This design comes from an exercise in tuning for small area and a short achievable clock period on the open sky130 flow, not from production work.
The RTL was checked by simulation tests, not by an equivalence proof against the original design.
No activity file was given, so power comes from the tool's default toggle rates.

Design cpu_system, start of the top module:
module cpu_system(input logic clk, reset,
input logic nextInstr, inputInstr, prevData, nextData,
input logic [15:0] inputInstruction,
output logic [15:0] nextInstruction,
output logic [4:0] pc,
output logic [3:0] dispAddr,
output logic [7:0] dispData);
    logic [15:0] ir;
    logic [3:0]  wa;         
    logic        rwe, mwe;   
    logic [4:0]  pcr;
    logic [3:0]  dr;
    logic [7:0]  dd;         
    logic [15:0] ni;         
    logic [7:0]  opa, opb;   
    logic [7:0]  R [16];
    logic [7:0]  M [16];
    function automatic logic [15:0] rom(input logic [4:0] a);
        case (a)
            5'd0: rom = 16'b001_0_0000_0000_0000;
            5'd1: rom = 16'b001_0_0000_0001_0001;
            5'd2: rom = 16'b001_1_0010_00000000;
            5'd3: rom = 16'b001_1_1111_00000000;
            5'd4: rom = 16'b001_1_0100_00000001;
            5'd5: rom = 16'b101_01001_0010_0001;
            5'd6: rom = 16'b010_0_1111_1111_0000;
            5'd7: rom = 16'b010_0_0010_0010_0100;
            5'd8: rom = 16'b101_00101_0000_0000;
            5'd9: rom = 16'b000_0_0000_1111_1111;
            default: rom = 16'b111_0000000000000;
        endcase
    endfunction
    logic [127:0] Rf, Mf;
    always_comb
        for (int k = 0; k < 16; k++) begin
            Rf[k*8 +: 8] = R[k];
            Mf[k*8 +: 8] = M[k];
        end
    wire [2:0] op     = ir[15:13];
    wire       imm    = ir[12];
    wire       is_add = (op == 3'b010);
    wire       is_br  = (op == 3'b101);
    wire       is_stop= (op == 3'b111);
    wire [7:0] ml;
    read_port rp_ml(ir[3:0], Mf, ml);
    wire [7:0] sum   = opa + opb;
    wire       taken = is_br & (opa == opb);
    wire [7:0] r_wd  = is_add ? sum : (imm ? ir[7:0] : ml);
    wire [7:0] m_wd  = imm ? ir[7:0] : opb;
    logic [15:0] wsel;
    always_comb
        for (int k = 0; k < 16; k++) wsel[k] = (wa == k);
    wire [15:0] ir_n = is_stop    ? ir :
                       nextInstr  ? ni :
                       inputInstr ? inputInstruction : 16'h6000;
    wire [2:0]  op_n  = ir_n[15:13];
    wire        add_n = (op_n == 3'b010);
    wire [3:0]  wa_n  = (add_n | ir_n[12]) ? ir_n[11:8] : ir_n[7:4];
    wire        rwe_n = add_n | (op_n == 3'b001);
    wire        mwe_n = (op_n == 3'b000);
  ...
Size in the first run: about 1600 cells after synthesis, roughly 55 I/O pins, roughly 16000 um^2 of cells after synthesis.
export LEC_CHECK = 0
export CAP_MARGIN = 20
export CORE_MARGIN = 2
export CORE_UTILIZATION = 60
export CTS_CLUSTER_DIAMETER = 100
export CTS_CLUSTER_SIZE = 30
export SETUP_SLACK_MARGIN = 4.2
export SLEW_MARGIN = 20
export SYNTH_HIERARCHICAL = 1
export SYNTH_MINIMUM_KEEP_SIZE = 0
export TNS_END_PERCENT = 5
create_clock -name core_clock -period 6.5 [get_ports {clk}]
standard.sh (not shown) runs the stock make flow with config.mk's settings and CLKGATE_MAP_FILE= SYNTH_SCRIPT=/design/flow/synth_recipe.tcl, a recipe that flattens the netlist after the stock synthesis.
==> flow/flow/run.sh <==
#!/bin/bash
# The standard layout, with two ORFS settings changed:
# - the port buffers are buf_4 cells instead of the buffer buffer_ports picks
#   by default (a slow delay cell on this platform);
# - timing repair may swap a cell for one with a different footprint.
set -euo pipefail
bash standard.sh \
  "BUFFER_PORTS_ARGS=-buffer_cell sky130_fd_sc_hd__buf_4" \
  MATCH_CELL_FOOTPRINT=0 \
  finish > standard.log 2>&1
The first run produced a clean layout.
==> next run, changes <==
==> flow/flow/run.sh (replaced) <==
#!/bin/bash
# The standard layout, with two ORFS settings changed:
# - the port buffers are buf_2 cells instead of the buffer buffer_ports picks
#   by default (a slow delay cell on this platform);
# - timing repair may swap a cell for one with a different footprint.
set -euo pipefail
bash standard.sh \
  "BUFFER_PORTS_ARGS=-buffer_cell sky130_fd_sc_hd__buf_2" \
  MATCH_CELL_FOOTPRINT=0 \
  finish > standard.log 2>&1
Settings changed: CTS_CLUSTER_SIZE 30 to 20, SETUP_SLACK_MARGIN 4.2 to 3.8.
The new run passed the timing, DRC and antenna checks.
Worst setup slack improves by 0.054 ns.
Total power stays flat.
Critical path depth stays the same.

[afterwards: timing with drivers on the ports]
No port has a modelled driver above. Below, the same layouts with a new extraction and two added sets of constraints.
Step 1 (the two cells are an assumption about what drives the block):
set clk [get_ports {clk}]
set_driving_cell -lib_cell sky130_fd_sc_hd__clkbuf_16 $clk
set_driving_cell -lib_cell sky130_fd_sc_hd__buf_2 [delete_from_list [all_inputs] $clk]
Step 2 times the ports against the registers' clock, not the clock port: input delays grow and output delays shrink by t, the midpoint of the rising clock arrivals with the driver on.
Slacks: ideal / step 1 / step 2; pairs: ideal / step 1.
run	t (ns)	setup slack, ns	latest minus earliest clock arrival (ns)
the first run	0.567	3.604 / 3.604 / 3.048	0.020 / 0.020
the second run	0.573	3.658 / 3.579 / 3.006	0.029 / 0.029
After both steps setup and hold are still met in every run listed. For the second run, which loses most, drivers alone change the setup slack by -0.079 ns; drivers and shift together by -0.652 ns.
